Source: an optimization exercise on an open RTL-to-GDS flow (aim: small area, a short achievable clock period and few clock cycles). Production flows keep margins and buffers that such runs may drop. In this exercise RTL edits were held to simulation tests only and were not proved equivalent to the original.

## flow/design.v (module list and top-level ports; edited modules follow where they fit)
// module MandelbrotGen: 1294 lines
// module mfa: 4 lines
// module mha: 4 lines
module MandelbrotGen(
		input Clk_100M,           
		input  [4:0]BTNS,         
		input  SW0,               
		input  SW15,              
		output reg [18:0] addrA,  
		output reg [11:0] dinA,   
		output reg wea            
    );
  // ...
==> flow/flow/run.sh <==
#!/bin/bash
# Layout flow: the standard synthesis (standard.sh synth), then the
# standard ORFS layout steps (standard.sh's make command) with these changes:
#  - the resizer's timing repair aims for a larger setup slack margin, so that
#    it shortens the critical paths below the clock period;
#  - extra ORFS variables given in EXTRA below.
# Each tool's output goes to a log file in this folder.
set -euo pipefail
MARGIN=7.2
EXTRA='BUFFER_PORTS_ARGS="-buffer_cell sky130_fd_sc_hd__buf_2"'
bash standard.sh synth > synth.log 2>&1
sed -e "s/SETUP_SLACK_MARGIN=[0-9.]*/SETUP_SLACK_MARGIN=$MARGIN/" \
    -e "s|\"\${@:-finish}\"|$EXTRA \"\${@:-finish}\"|" standard.sh > layout.sh
bash layout.sh > layout.log 2>&1
==> flow/standard.sh <==
#!/bin/bash
# synth_recipe.tcl (not shown) runs the flow's synth.tcl, then flattens the netlist and writes it again
# the make line also repeats each setting of config.mk as NAME=value (left out here)
make -C /OpenROAD-flow-scripts/flow DESIGN_CONFIG=/design/flow/config.mk WORK_HOME=/design/flow/orfs CLKGATE_MAP_FILE= SYNTH_SCRIPT=/design/flow/synth_recipe.tcl "${@:-finish}"
==> flow/config.mk <==
export PLATFORM = sky130hd
export DESIGN_NAME = MandelbrotGen
export DESIGN_NICKNAME = MandelbrotGen
export VERILOG_FILES = /design/flow/design.v
export SDC_FILE = /design/flow/constraint.sdc
export NUM_CORES = 8
export LEC_CHECK = 0
export ABC_AREA = 1
export CAP_MARGIN = 70
export CORE_MARGIN = 2
export CORE_UTILIZATION = 40
export SETUP_SLACK_MARGIN = 5
export SLEW_MARGIN = 70
export SYNTH_HIERARCHICAL = 1
export SYNTH_MINIMUM_KEEP_SIZE = 0
export TNS_END_PERCENT = 0
==> flow/constraint.sdc <==
create_clock -name core_clock -period 11.0 [get_ports {Clk_100M}]
set_input_delay 2.2000 -clock core_clock [delete_from_list [all_inputs] [get_ports {Clk_100M}]]
set_output_delay 2.2000 -clock core_clock [all_outputs]
set_load 0.01 [all_outputs]
==> impl_metrics.env, run 1 <==
export IMPL_start_util=0.4051
export IMPL_drive_gt1_frac=0.1078
export IMPL_synth_edf_count=54
export IMPL_cp_slowest_cell="fa_1"
export IMPL_mappedNetlistArea_um2=32050
export IMPL_synth_largest_area_cell="fa_1"
export IMPL_wl_met2_um=44050
export IMPL_io_buffers=36
export IMPL_ioPinCount=40
export IMPL_status="finished clean"
export IMPL_seq_cells=376
export IMPL_seq_area_frac=0.2230
export IMPL_grt_pass1_vias=25720
export IMPL_antennaDiodeCount=0
export IMPL_ctsHoldBuffers=0
export IMPL_post_route_min_period_ns=3.862
export IMPL_htree_levels=2
export IMPL_cts_tree="built"
export IMPL_crit_top_cell="fa_1"
export IMPL_buffer_area_frac=0.04316
export IMPL_clkSlewWorstSetupHoldPaths_ns=0.08
export IMPL_cap_violations=0
export IMPL_path_delay_family="adder cells"
export IMPL_use_met2=0.3695
export IMPL_fin_nets=4414
export IMPL_path_class="reg -> reg"
export IMPL_reg2reg_to="zh1_q[7]"
export IMPL_cts_buffers=43
export IMPL_clockBufferDepth=3
export IMPL_path_cells="buf_4 > inv_4 > nand2_4 > o22ai_1 > xor2_1 > fa_1 > fa_1 > fa_1 > fa_1 > fa_1"
export IMPL_critical_path_max_stage_delay_ns=0.50
export IMPL_core_um2=79130
export IMPL_holdWs_ns=0.3247
export IMPL_row_count=103
export IMPL_fin_cells=4900
export IMPL_antenna_found_initial=1
export IMPL_regToRegSetupSlack_ns=7.14
export IMPL_synth_top_flop_cell="dfxtp_1"
export IMPL_r2r_start="zi1[0]"
export IMPL_fmaxAchievable_mhz=258.9
export IMPL_ys_seq_area_frac=0.2517
Testbench counts, summed over its fixed seeds: cycles 10,830,570.
==> inputs of run 2 (changes only) <==
--- a/flow/flow/run.sh
+++ b/flow/flow/run.sh
@@ -6,7 +6,7 @@
 #  - extra ORFS variables given in EXTRA below.
 # Each tool's output goes to a log file in this folder.
 set -euo pipefail
-MARGIN=7.2
+MARGIN=7.8
 EXTRA='BUFFER_PORTS_ARGS="-buffer_cell sky130_fd_sc_hd__buf_2"'
 bash standard.sh synth > synth.log 2>&1
 sed -e "s/SETUP_SLACK_MARGIN=[0-9.]*/SETUP_SLACK_MARGIN=$MARGIN/" \
==> impl_metrics.env, run 2 <==
export IMPL_cts_root_buffer_cell="clkbuf_16"
export IMPL_drive_gt1_frac=0.1164
export IMPL_clockBufferDepth=3
export IMPL_die_w_um=287.1
export IMPL_row_count=103
export IMPL_synth_edf_count=54
export IMPL_core_um2=79130
export IMPL_syn2layout_area_growth_pct=14.26
export IMPL_dr_pass1_iters=6
export IMPL_rsz0062_at_grt="yes"
export IMPL_hp_class="reg -> reg"
export IMPL_ys_seq_area_frac=0.2517
export IMPL_end_kind="flip-flop"
export IMPL_first_iter_violations=2365
export IMPL_htree_levels=2
export IMPL_numClockSinks=376
export IMPL_worst_slack_ns=7.274
export IMPL_synth_largest_area_cell="fa_1"
export IMPL_synth_seq_cells=376
export IMPL_hold_violations=0
export IMPL_synthTopCellsByArea="fa_1 (26%), dfxtp_1 (20%), nand2_1 (9.1%)"
export IMPL_fin_crit_sh=0.3387
export IMPL_start_util=0.4051
export IMPL_grt_pass1_wl_um=148200
export IMPL_vias=25880
export IMPL_critPathArrivalTime_ns=4.18
export IMPL_fin_skew_ns=0.03843
export IMPL_synth_commonest_cells="nand2_1 (774), inv_1 (528), fa_1 (420), dfxtp_1 (322), xor2_1 (209)"
export IMPL_ioPinCount=40
export IMPL_gp_congestion=0.9144
export IMPL_viasPerCell=5.283
export IMPL_post_route_min_period_ns=3.726
export IMPL_async_flop_share=0
export IMPL_syn_area_per_cell_um2=8.458
export IMPL_fin_area_um2=36620
export IMPL_syn_inst=3790
export IMPL_cts_tree="built"
export IMPL_clock_latency_ns=0.60
export IMPL_die_height_um=287.1
export IMPL_cp_required_ns=11.45
export IMPL_dieArea_um2=82420
export IMPL_wl_per_cell_um=19.41
export IMPL_ant_nets=0
export IMPL_cts_buffers=44
export IMPL_status="finished clean"
export IMPL_grt_max_degree=60
export IMPL_yosysWarnings=7
export IMPL_worstPathMaxFanout=13
export IMPL_largest_reg_flops=19
export IMPL_synth_top_flop_cell="dfxtp_1"
export IMPL_ctsHoldBuffers=0
export IMPL_grt_util_all_layers=0.2316
export IMPL_crit_path_start_kind="flip-flop"
export IMPL_yosys_area_top_type_share=0.2623
export IMPL_cap_violations=0
export IMPL_mappedNetlistArea_um2=32050
export IMPL_layout_common_cells="nand2_1 (762), inv_1 (510), fa_1 (387), dfxtp_1 (292), xor2_1 (198)"
export IMPL_dpl_cell_area_um2=33620
export IMPL_drt_wl_total_um=95080
export IMPL_synth_most_common_cell="nand2_1"
export IMPL_path_class="reg -> reg"
export IMPL_antennaDiodeCount=0
export IMPL_layout_commonest_cell="nand2_1"
export IMPL_setup_tns_ns=0
export IMPL_drc=0
export IMPL_dp_hpwl_um=67830
export IMPL_finalMaxSlewViolations=0
export IMPL_fin_nets=4412
export IMPL_synth_distinct_cells=54
export IMPL_fmaxAchievable_mhz=268.4
export IMPL_setup_violations=0
export IMPL_clkSlewWorstSetupHoldPaths_ns=0.06
export IMPL_io_buffers=36
export IMPL_top_register="addrA"
export IMPL_antenna_found_initial=1
export IMPL_overflow=0
export IMPL_pre_cts_ws_ns=6.610
export IMPL_grt_pass1_vias=25710
run 2: path summary, 6_finish.rpt:
| path | start | to | slack, ns | cells past startpoint |
|---|---|---|---|---|
| max | zi1[5] | zh1_q[11] | 7.27 | 10 |
| min | n1[2] | n2[2] | 0.32 | 0 |
| max reg2reg | zi1[5] | zh1_q[11] | 7.27 | 10 |
| min reg2reg | n1[2] | n2[2] | 0.32 | 0 |
run 2: per-layer routing:
metal  vias to the layer above  part of all wire  global-route usage
li1                      12150                 -                   -
met1                     12500              0.42              0.3118
met2                      1062              0.47              0.3806
met3                       168             0.082             0.04048
met4                         2             0.031             0.07005
met5                         -           0.00018                   0
run 2: metrics by stage:
step	hold slack, ns	util	std cells
after floorplan	0.3096	-	3802
after global placement	0.3097	0.4207	4729
after detailed placement	0.3121	0.4249	4738
after CTS	0.3247	0.4576	4879
after global routing	0.3291	0.4628	4899
final	0.3248	0.4628	4899
run 2: modules after synthesis (local to each module, per instance):
module,flip-flops and latches,cells inside,times used
MandelbrotGen,376,3322,1
mfa,0,1,416
mha,0,1,52
run 2: critical path, cell delays in order, from the launching register on:
cell and delay (ns):
dfxtp_4 0.40, buf_12 0.13, inv_2 0.07, ha_4 0.39, inv_1 0.08, o21ai_1 0.22
xor2_2 0.35, fa_1 0.53, fa_1 0.52, fa_1 0.44, fa_1 0.46
run 2: area by class of cell:
class | count | area [um^2]
clock buffers | 62 | 1294
clock inverters | 19 | 225.2
fillers | 7693 | 42500
inverters | 558 | 2221
multi-input cells | 2676 | 21790
flip-flops and latches | 376 | 8153
well taps | 1050 | 1314
repair buffers | 154 | 1610
repair inverters | 4 | 20.02
run 2: kinds of logic after synthesis:
logic type / synth area share
AND/OR/NAND/NOR: 0.1591
buffers and inverters: 0.08888
AO/OA/AOI/OAI: 0.1116
adder cells (fa/ha/maj): 0.3287
flip-flops: 0.2517
XOR/XNOR: 0.05984
other: 0.0002343
run 2: timing repair:
| action | CTS | global route |
|---|---|---|
| gates cloned | 12 | 5 |
| pin swaps | 35 | 25 |
| setup buffers | 48 | 10 |
| endpoints found under the setup margin | 218 | 213 |
| resized for setup | 105 | 46 |
==> inputs of run 3 (changes only) <==
--- a/flow/flow/run.sh
+++ b/flow/flow/run.sh
@@ -6,7 +6,7 @@
 #  - extra ORFS variables given in EXTRA below.
 # Each tool's output goes to a log file in this folder.
 set -euo pipefail
-MARGIN=7.8
+MARGIN=7.5
 EXTRA='BUFFER_PORTS_ARGS="-buffer_cell sky130_fd_sc_hd__buf_2"'
 bash standard.sh synth > synth.log 2>&1
 sed -e "s/SETUP_SLACK_MARGIN=[0-9.]*/SETUP_SLACK_MARGIN=$MARGIN/" \
==> impl_metrics.env, run 3 <==
export IMPL_synth_commonest_cells="nand2_1 (774), inv_1 (528), fa_1 (420), dfxtp_1 (322), xor2_1 (209)"
export IMPL_drt_wl_total_um=95080
export IMPL_cts_tree="built"
export IMPL_die_w_um=287.1
export IMPL_path_cells="buf_12 > inv_2 > ha_4 > inv_1 > o21ai_1 > xor2_2 > fa_1 > fa_1 > fa_1 > fa_1"
export IMPL_synth_edf_count=54
export IMPL_cp_slowest_cell="fa_1"
export IMPL_dr_pass1_iters=6
export IMPL_fin_nets=4412
export IMPL_drc=0
export IMPL_synth_distinct_cells=54
export IMPL_fin_crit_sh=0.3387
export IMPL_gp_congestion=0.9144
export IMPL_top_register="addrA"
export IMPL_rsz0062_at_grt="yes"
export IMPL_clkSlewWorstSetupHoldPaths_ns=0.06
export IMPL_first_iter_violations=2365
export IMPL_cts_buffers=44
export IMPL_viasPerCell=5.283
export IMPL_clockBufferDepth=3
export IMPL_yosys_area_top_type_share=0.2623
export IMPL_io_buffers=36
export IMPL_ant_nets=0
export IMPL_row_count=103
export IMPL_layout_common_cells="nand2_1 (762), inv_1 (510), fa_1 (387), dfxtp_1 (292), xor2_1 (198)"
export IMPL_crit_top_cell="fa_1"
export IMPL_post_route_min_period_ns=3.726
export IMPL_dieArea_um2=82420
export IMPL_synth_seq_cells=376
export IMPL_mappedNetlistArea_um2=32050
export IMPL_wl_per_cell_um=19.41
export IMPL_vias=25880
export IMPL_critPathArrivalTime_ns=4.18
export IMPL_async_flop_share=0
export IMPL_cap_violations=0
export IMPL_layout_commonest_cell="nand2_1"
export IMPL_grt_pass1_vias=25710
export IMPL_ioPinCount=40
export IMPL_crit_path_start_kind="flip-flop"
export IMPL_ctsHoldBuffers=0
export IMPL_status="finished clean"
export IMPL_syn_area_per_cell_um2=8.458
export IMPL_cp_num_buf_inv=3
export IMPL_hp_class="reg -> reg"
export IMPL_synth_most_common_cell="nand2_1"
export IMPL_antenna_found_initial=1
export IMPL_cp_required_ns=11.45
export IMPL_fmaxAchievable_mhz=268.4
export IMPL_dp_cells=4738
export IMPL_fin_skew_ns=0.03843
export IMPL_worstPathMaxFanout=13
export IMPL_drive_gt1_frac=0.1164
export IMPL_yosysWarnings=7
export IMPL_setup_tns_ns=0
export IMPL_syn2layout_area_growth_pct=14.26
export IMPL_grt_util_all_layers=0.2316
export IMPL_fin_util=0.4628
export IMPL_grt_pass1_wl_um=148200
export IMPL_nFillCells=7693
export IMPL_largest_reg_flops=19
export IMPL_numClockSinks=376
export IMPL_cts_root_buffer_cell="clkbuf_16"
export IMPL_antennaDiodeCount=0
export IMPL_synthTopCellsByArea="fa_1 (26%), dfxtp_1 (20%), nand2_1 (9.1%)"
export IMPL_clock_latency_ns=0.60
export IMPL_setup_violations=0
export IMPL_core_um2=79130
export IMPL_holdWs_ns=0.3248
export IMPL_finalMaxSlewViolations=0
export IMPL_critical_path_max_stage_delay_ns=0.53
export IMPL_htree_levels=2
export IMPL_path_class="reg -> reg"
export IMPL_start_util=0.4051
export IMPL_fin_cells=4899
export IMPL_path_delay_family="adder cells"
export IMPL_end_kind="flip-flop"
export IMPL_synth_largest_area_cell="fa_1"
export IMPL_hold_violations=0
export IMPL_synth_top_flop_cell="dfxtp_1"
export IMPL_dp_hpwl_um=67830
export IMPL_overflow=0
export IMPL_grt_max_degree=60
export IMPL_die_height_um=287.1
export IMPL_syn_inst=3790
export IMPL_ys_seq_area_frac=0.2517
==> run 3: final timing paths <==
path	startpoint	to	slack, ns	cells past startpoint
max	zi1[5]	zh1_q[11]	7.27	10
min	n1[2]	n2[2]	0.32	0
max reg2reg	zi1[5]	zh1_q[11]	7.27	10
min reg2reg	n1[2]	n2[2]	0.32	0
==> run 3: kinds of logic after synthesis <==
logic type | count (synthesis) | synth area share
buffers and inverters | 751 | 0.08888
other | 2 | 0.0002343
flip-flops | 376 | 0.2517
AND/OR/NAND/NOR | 1232 | 0.1591
AO/OA/AOI/OAI | 620 | 0.1116
XOR/XNOR | 219 | 0.05984
adder cells (fa/ha/maj) | 590 | 0.3287
==> run 3: metal layers <==
metal | vias up | track usage | part of all wire
met5 | - | 0 | 0.00018
met4 | 2 | 0.07005 | 0.031
met3 | 168 | 0.04048 | 0.082
met2 | 1062 | 0.3806 | 0.47
met1 | 12500 | 0.3118 | 0.42
li1 | 12150 | - | -
==> run 3: repair_timing <==
item                                   4_1_cts  5_1_grt
setup endpoints to repair                  136      141
cloned                                      12        5
pin swaps                                   35       25
endpoints found under the hold margin        0        0
resized for setup                          105       46
buffers inserted                            48       10
==> run 3: layout make-up <==
| class | count | area, um^2 | area share |
|---|---|---|---|
| repair buffers | 154 | 1610 | 0.04397 |
| well taps | 1050 | 1314 | 0.03587 |
| clock inverters | 19 | 225.2 | 0.006149 |
| repair inverters | 4 | 20.02 | 0.0005466 |
| multi-input cells | 2676 | 21790 | 0.5949 |
| clock buffers | 62 | 1294 | 0.03533 |
| flip-flops and latches | 376 | 8153 | 0.2226 |
| inverters | 558 | 2221 | 0.06064 |
==> run 3: per-module statistics from Yosys, one instance, submodules excluded <==
module | cell area, um^2 | copies in the design | flip-flops and latches
mfa | 20.02 | 416 | 0
mha | 12.51 | 52 | 0
MandelbrotGen | 23080 | 1 | 376
==> run 3: stage by stage <==
step / instance area (um^2) / worst slack [ns]
6_report: 36620 / 7.274
5_1_grt: 36620 / 7.176
4_1_cts: 36210 / 7.324
3_5_place_dp: 33620 / 6.610
3_3_place_gp: 33290 / 6.253
2_1_floorplan: 32510 / 7.365
==> inputs of run 4 (changes only) <==
--- a/flow/config.mk
+++ b/flow/config.mk
@@ -8,7 +8,7 @@
 export ABC_AREA = 1
 export CAP_MARGIN = 70
 export CORE_MARGIN = 2
-export CORE_UTILIZATION = 40
+export CORE_UTILIZATION = 50
 export SETUP_SLACK_MARGIN = 5
 export SLEW_MARGIN = 70
 export SYNTH_HIERARCHICAL = 1
==> impl_metrics.env, run 4 <==
export IMPL_syn2layout_area_growth_pct=15.21
export IMPL_start_util=0.5072
export IMPL_finalMaxSlewViolations=0
export IMPL_wl_met2_um=45920
export IMPL_die_w_um=257.2
export IMPL_grt_max_degree=60
export IMPL_syn_inst=3790
export IMPL_io_buffers=36
export IMPL_hp_start="n1[3]"
export IMPL_end_kind="flip-flop"
export IMPL_r2r_start="zi1[3]"
export IMPL_whs_path_depth=0
export IMPL_overflow=0
export IMPL_layout_common_cells="nand2_1 (762), inv_1 (509), fa_1 (378), dfxtp_1 (293), xor2_1 (196)"
export IMPL_async_flop_share=0
export IMPL_setup_violations=0
export IMPL_antenna_found_initial=0
export IMPL_hold_violations=0
export IMPL_ioPinCount=40
export IMPL_fin_crit_sh=0.3367
export IMPL_worst_slack_ns=7.296
export IMPL_clkSlewWorstSetupHoldPaths_ns=0.06
export IMPL_synth_most_common_cell="nand2_1"
export IMPL_synth_seq_cells=376
export IMPL_row_count=92
export IMPL_dieArea_um2=66150
export IMPL_cts_root_buffer_cell="clkbuf_16"
export IMPL_route_met3_wl_um=7784
export IMPL_grt_pass1_wl_um=152900
export IMPL_grt_util_all_layers=0.2998
export IMPL_synth_distinct_cells=54
export IMPL_cts_tree="built"
export IMPL_clockBufferDepth=3
export IMPL_ys_seq_area_frac=0.2517
export IMPL_synth_mux_area_frac=0
export IMPL_worstPathMaxFanout=6
export IMPL_synth_largest_area_cell="fa_1"
export IMPL_reg2reg_depth=11
export IMPL_antennaDiodeCount=0
export IMPL_yosys_area_top_type_share=0.2623
export IMPL_dr_pass1_iters=6
export IMPL_ant_nets=0
export IMPL_die_height_um=257.2
export IMPL_critPathArrivalTime_ns=4.17
export IMPL_largest_reg_flops=19
export IMPL_setup_tns_ns=0
export IMPL_synth_top_flop_cell="dfxtp_1"
export IMPL_viasPerCell=5.590
export IMPL_syn_area_per_cell_um2=8.458
export IMPL_mappedNetlistArea_um2=32050
export IMPL_yosys_area_share_adder=0.3287
export IMPL_yosysWarnings=7
export IMPL_top_register="addrA"
export IMPL_synth_compound_area_share=0.1116
export IMPL_fmaxAchievable_mhz=270.0
export IMPL_drt_wl_total_um=99430
export IMPL_core_um2=63200
export IMPL_numClockSinks=376
export IMPL_cap_violations=0
export IMPL_yosys_area_share_simple=0.1591
export IMPL_layout_commonest_cell="nand2_1"
export IMPL_clock_latency_ns=0.61
export IMPL_drc=0
export IMPL_first_iter_violations=2708
export IMPL_cp_required_ns=11.47
export IMPL_post_route_min_period_ns=3.704
export IMPL_gp_congestion=0.9271
export IMPL_crit_path_start_kind="flip-flop"
export IMPL_grt_pass1_vias=26110
export IMPL_synth_xor_area_frac=0.05984
export IMPL_worstHoldEndpoint="n2[3]"
export IMPL_reg2reg_to="zh1_q[5]"
export IMPL_ctsHoldBuffers=0
export IMPL_synth_top_family_by_area="adder cells"
export IMPL_htree_levels=2
export IMPL_path_class="reg -> reg"
export IMPL_synth_commonest_cells="nand2_1 (774), inv_1 (528), fa_1 (420), dfxtp_1 (322), xor2_1 (209)"
export IMPL_fin_nets=4431
export IMPL_status="finished clean"
export IMPL_regToRegSetupSlack_ns=7.30
export IMPL_synthTopCellsByArea="fa_1 (26%), dfxtp_1 (20%), nand2_1 (9.1%)"
export IMPL_m1WireLength_um=41670
export IMPL_fin_skew_ns=0.02786
export IMPL_hp_class="reg -> reg"
export IMPL_rsz0062_at_grt="yes"
export IMPL_vias=26360
export IMPL_synth_edf_count=54
export IMPL_pre_cts_ws_ns=6.578
export IMPL_highest_layer="met4"
export IMPL_dp_hpwl_um=69520
export IMPL_cts_buffers=45
export IMPL_drive_gt1_frac=0.1333
export IMPL_wl_per_cell_um=21.08
==> run 4: changes by cell type in the layout (fill, tap and decap cells not counted), sizes merged <==
cell / change
clkbuf: -7
nand2: -1
bufinv: -2
inv: +10
clkdlybuf4s18: -1
clkdlybuf4s15: -2
buf: +22
bufbuf: +2
==> run 4: area by class of cell <==
type	instances	area, um^2
Clock buffer	57	1295
Clock inverter	27	247.7
Fill cell	5612	26270
Inverter	558	2251
Multi-Input combinational cell	2675	22010
Sequential cell	376	8152
Tap cell	846	1059
Timing Repair Buffer	173	1892
Timing Repair inverter	4	27.53
==> run 4: worst max-delay path, cell delays in order (launching register included) <==
cell and delay, ns:
dfxtp_4 0.36, buf_12 0.11, clkinvlp_4 0.16, ha_4 0.29
buf_12 0.14, o22ai_4 0.16, xor2_2 0.11, fa_2 0.41
fa_1 0.48, fa_2 0.39, fa_1 0.54, fa_1 0.43
==> run 4: timing repair <==
action,CTS,global route
gates resized for setup,162,82
pin swaps,48,27
buffers inserted,66,10
gates cloned,14,2
setup endpoints to repair,161,142
==> run 4: stage by stage <==
stage,std cells,hold WS (ns),util,area (um^2)
5_1_grt,4716,0.3317,0.5844,36930
6_report,4716,0.3241,0.5844,36930
4_1_cts,4701,0.3241,0.5762,36410
3_5_place_dp,4537,0.3128,0.5273,33320
3_3_place_gp,4530,0.3099,0.5233,33070
2_1_floorplan,3802,0.3096,-,32510
==> run 4: worst max-delay path by stage <==
| stage | start | endpoint | slack [ns] |
|---|---|---|---|
| after floorplan | zi1[13] | zh1_q[5] | 7.36 |
| after global placement | zr1[7] | zh1_q[9] | 6.18 |
| after detailed placement | zi1[1] | zh1_q[9] | 6.58 |
| after CTS | zi1[3] | zh1_q[5] | 7.38 |
| after global routing | pan_im | im0[17] | 7.21 |
| final | zi1[3] | zh1_q[5] | 7.30 |
==> run 4: kinds of logic after synthesis <==
| kind of cell | count (synthesis) |
|---|---|
| and+or+nand+nor | 1232 |
| buffers and inverters | 751 |
| AOI/OAI and AO/OA | 620 |
| adders and majority gates | 590 |
| DFF | 376 |
| xor gates and xnor gates | 219 |
| other | 2 |
==> run 4: layer usage <==
| metal | vias up | global-route usage |
|---|---|---|
| met5 | - | 0 |
| met4 | 0 | 0.1109 |
| met3 | 226 | 0.05063 |
| met2 | 1148 | 0.4763 |
| met1 | 12810 | 0.4120 |
| li1 | 12180 | - |
==> run 4: per-module statistics from Yosys (local to each module, per instance) <==
module,area (um^2),cells inside
mha,12.51,1
mfa,20.02,1
MandelbrotGen,23080,3322
==> inputs of run 5 (changes only) <==
--- a/flow/config.mk
+++ b/flow/config.mk
@@ -8,7 +8,8 @@
 export ABC_AREA = 1
 export CAP_MARGIN = 70
 export CORE_MARGIN = 2
-export CORE_UTILIZATION = 50
+export CORE_UTILIZATION = 40
+export GPL_ROUTABILITY_DRIVEN = 0
 export SETUP_SLACK_MARGIN = 5
 export SLEW_MARGIN = 70
 export SYNTH_HIERARCHICAL = 1
==> impl_metrics.env, run 5 <==
export IMPL_status="finished clean"
export IMPL_mappedNetlistArea_um2=32050
export IMPL_r2r_start="zi1[3]"
export IMPL_synth_commonest_cells="nand2_1 (774), inv_1 (528), fa_1 (420), dfxtp_1 (322), xor2_1 (209)"
export IMPL_synth_largest_area_cell="fa_1"
export IMPL_crit_top_cell="fa_1"
export IMPL_clock_latency_ns=0.60
export IMPL_critPathArrivalTime_ns=4.18
export IMPL_ant_nets=0
export IMPL_synth_distinct_cells=54
export IMPL_viasPerCell=5.319
export IMPL_vias=26130
export IMPL_crit_path_end="zh1_q[9]"
export IMPL_holdWs_ns=0.3249
export IMPL_drt_wl_total_um=96060
export IMPL_die_height_um=287.1
export IMPL_worstPathMaxFanout=5
export IMPL_layout_commonest_cell="nand2_1"
export IMPL_grt_util_all_layers=0.2360
export IMPL_synth_edf_count=54
export IMPL_top_register="addrA"
export IMPL_cts_tree="built"
export IMPL_clkSlewWorstSetupHoldPaths_ns=0.07
export IMPL_syn2layout_area_growth_pct=15.00
export IMPL_reg2reg_to="zh1_q[9]"
export IMPL_cp_slowest_cell="fa_1"
export IMPL_synthTopCellsByArea="fa_1 (26%), dfxtp_1 (20%), nand2_1 (9.1%)"
export IMPL_rsz0062_at_grt="yes"
export IMPL_path_delay_family="adder cells"
export IMPL_ctsHoldBuffers=0
export IMPL_cts_root_buffer_cell="clkbuf_16"
export IMPL_ioPinCount=40
export IMPL_regToRegSetupSlack_ns=7.28
export IMPL_fin_nets=4429
export IMPL_dieArea_um2=82420
export IMPL_antennaDiodeCount=0
export IMPL_syn_inst=3790
export IMPL_fmaxAchievable_mhz=268.8
export IMPL_syn_area_per_cell_um2=8.458
export IMPL_hold_violations=0
export IMPL_setup_violations=0
export IMPL_layout_common_cells="nand2_1 (762), inv_1 (510), fa_1 (384), dfxtp_1 (291), xor2_1 (197)"
export IMPL_async_flop_share=0
export IMPL_dp_hpwl_um=67580
export IMPL_yosys_area_top_type_share=0.2623
export IMPL_synth_top_flop_cell="dfxtp_1"
export IMPL_row_count=103
export IMPL_reg2reg_depth=11
export IMPL_critical_path_max_stage_delay_ns=0.50
export IMPL_io_buffers=36
export IMPL_end_kind="flip-flop"
export IMPL_cp_required_ns=11.46
export IMPL_cp_num_buf_inv=3
export IMPL_fin_skew_ns=0.04693
export IMPL_drive_gt1_frac=0.1238
export IMPL_crit_path_start_kind="flip-flop"
export IMPL_core_um2=79130
export IMPL_setup_worst_path_start="zi1[3]"
export IMPL_numClockSinks=376
export IMPL_antenna_found_initial=0
export IMPL_overflow=0
export IMPL_pre_cts_ws_ns=6.666
export IMPL_synth_most_common_cell="nand2_1"
export IMPL_grt_pass1_wl_um=150700
export IMPL_wl_per_cell_um=19.56
export IMPL_largest_reg_flops=19
export IMPL_finalMaxSlewViolations=0
export IMPL_hp_class="reg -> reg"
export IMPL_cts_buffers=43
export IMPL_clockBufferDepth=3
export IMPL_path_cells="buf_12 > clkinvlp_4 > ha_4 > buf_12 > o22ai_2 > xor2_2 > fa_1 > fa_2 > fa_2 > fa_1 > fa_1"
export IMPL_first_iter_violations=2378
export IMPL_grt_max_degree=59
export IMPL_post_route_min_period_ns=3.720
export IMPL_worst_slack_ns=7.280
export IMPL_crit_cells=11
export IMPL_drc=0
export IMPL_path_class="reg -> reg"
export IMPL_fin_crit_sh=0.3381
export IMPL_htree_levels=2
export IMPL_grt_pass1_vias=26050
export IMPL_ys_seq_area_frac=0.2517
export IMPL_synth_seq_cells=376
export IMPL_yosysWarnings=7
export IMPL_setup_tns_ns=0
export IMPL_dr_pass1_iters=6
export IMPL_start_util=0.4051
export IMPL_cap_violations=0
export IMPL_die_w_um=287.1
==> run 5: changes by cell type in the layout (fill, tap and decap cells not counted), moves of 5 or more <==
| cell | change |
|---|---|
| buf_6 | -5 |
| buf_12 | -6 |
| fa_1 | +6 |
| buf_4 | +9 |
| fa_2 | -6 |
| o21ai_0 | +5 |
| nor2_1 | +5 |
| o21ai_1 | -8 |
| nand3_1 | +5 |
| nand3_2 | -5 |
==> run 5: timing repair <==
action / 4_1_cts / 5_1_grt
cloned: 15 / 2
pin swaps: 48 / 23
gates resized for setup: 148 / 38
endpoints found under the setup margin: 147 / 131
buffers inserted: 64 / 8
==> run 5: cells by family after synthesis <==
| family | count (synthesis) | share of synthesized area |
|---|---|---|
| xor gates and xnor gates | 219 | 0.05984 |
| buffers and inverters | 751 | 0.08888 |
| and+or+nand+nor | 1232 | 0.1591 |
| adders and majority gates | 590 | 0.3287 |
| AOI/OAI and AO/OA | 620 | 0.1116 |
| DFF | 376 | 0.2517 |
| other | 2 | 0.0002343 |
==> run 5: worst min path at each step <==
stage / end / slack (ns) / start / depth (start not counted)
after global placement: n2[1] / 0.31 / n1[1] / 0
after CTS: n2[0] / 0.33 / n1[0] / 0
after floorplan: d2 / 0.31 / d1 / 0
after detailed placement: n2[0] / 0.31 / n1[0] / 0
after global routing: n2[5] / 0.33 / n1[5] / 0
final: n2[0] / 0.32 / n1[0] / 0
==> run 5: worst register-to-register path, delay by kind of cell, from the launching register on <==
| kind | cells | cell delay (ns) |
|---|---|---|
| flip-flops | 1 | 0.36 |
| XOR/XNOR | 1 | 0.18 |
| buffers and inverters | 3 | 0.41 |
| AO/OA/AOI/OAI | 1 | 0.18 |
| adder cells (fa/ha/maj) | 6 | 2.44 |
==> run 5: modules after synthesis (local to each module, per instance) <==
| module | flops+latches | cell area [um^2] |
|---|---|---|
| MandelbrotGen | 376 | 23080 |
| mfa | 0 | 20.02 |
| mha | 0 | 12.51 |
==> run 5: stage by stage <==
step | utilization | instance area, um^2 | cells
2_1_floorplan | - | 32510 | 3802
3_3_place_gp | 0.4209 | 33310 | 4732
3_5_place_dp | 0.4251 | 33640 | 4743
4_1_cts | 0.4615 | 36510 | 4898
5_1_grt | 0.4658 | 36860 | 4912
6_report | 0.4658 | 36860 | 4912
==> run 5: per-layer routing <==
metal  GRT usage  share of wire  up-vias
li1            -              -    12190
met1      0.3180           0.41    12620
met2      0.3833           0.47     1107
met3     0.04119          0.085      216
met4     0.08099          0.036        0
met5           0              0        -
==> run 5: area by class of cell <==
class / count / area [um^2]
Clock buffer: 56 / 1249
Clock inverter: 20 / 202.7
Fill cell: 7569 / 42270
Inverter: 558 / 2230
Multi-Input combinational cell: 2675 / 21860
Sequential cell: 376 / 8152
Tap cell: 1050 / 1314
Timing Repair Buffer: 173 / 1833
Timing Repair inverter: 4 / 23.77

static timing again, ports no longer ideal:
No port has a modelled driver above. Below, the same layouts with a new extraction and two added sets of constraints. Step 1 assumes that a clkbuf_16 drives the clock port and a buf_2 every other input. Step 2 also shifts input and output timing later by t, the mid clock arrival at the registers, as if the neighbouring blocks saw the same clock. a / b / c = ideal / step 1 / step 2; a / b = the first two.
run	t (ns)	setup WS [ns]	worst setup path at the end	latest minus earliest clock arrival (ns)	cell pins on the clock port's net
run 1	0.658	7.138 / 7.138 / 7.138	register to register	0.022 / 0.022	1
run 2	0.647	7.274 / 7.274 / 7.274	register to register	0.038 / 0.039	1
run 3	0.647	7.274 / 7.274 / 7.274	register to register	0.038 / 0.039	1
run 4	0.661	7.296 / 7.296 / 7.296	register to register	0.030 / 0.031	1
run 5	0.641	7.280 / 7.280 / 7.280	register to register	0.047 / 0.047	1
After both steps every run listed still meets setup and hold.
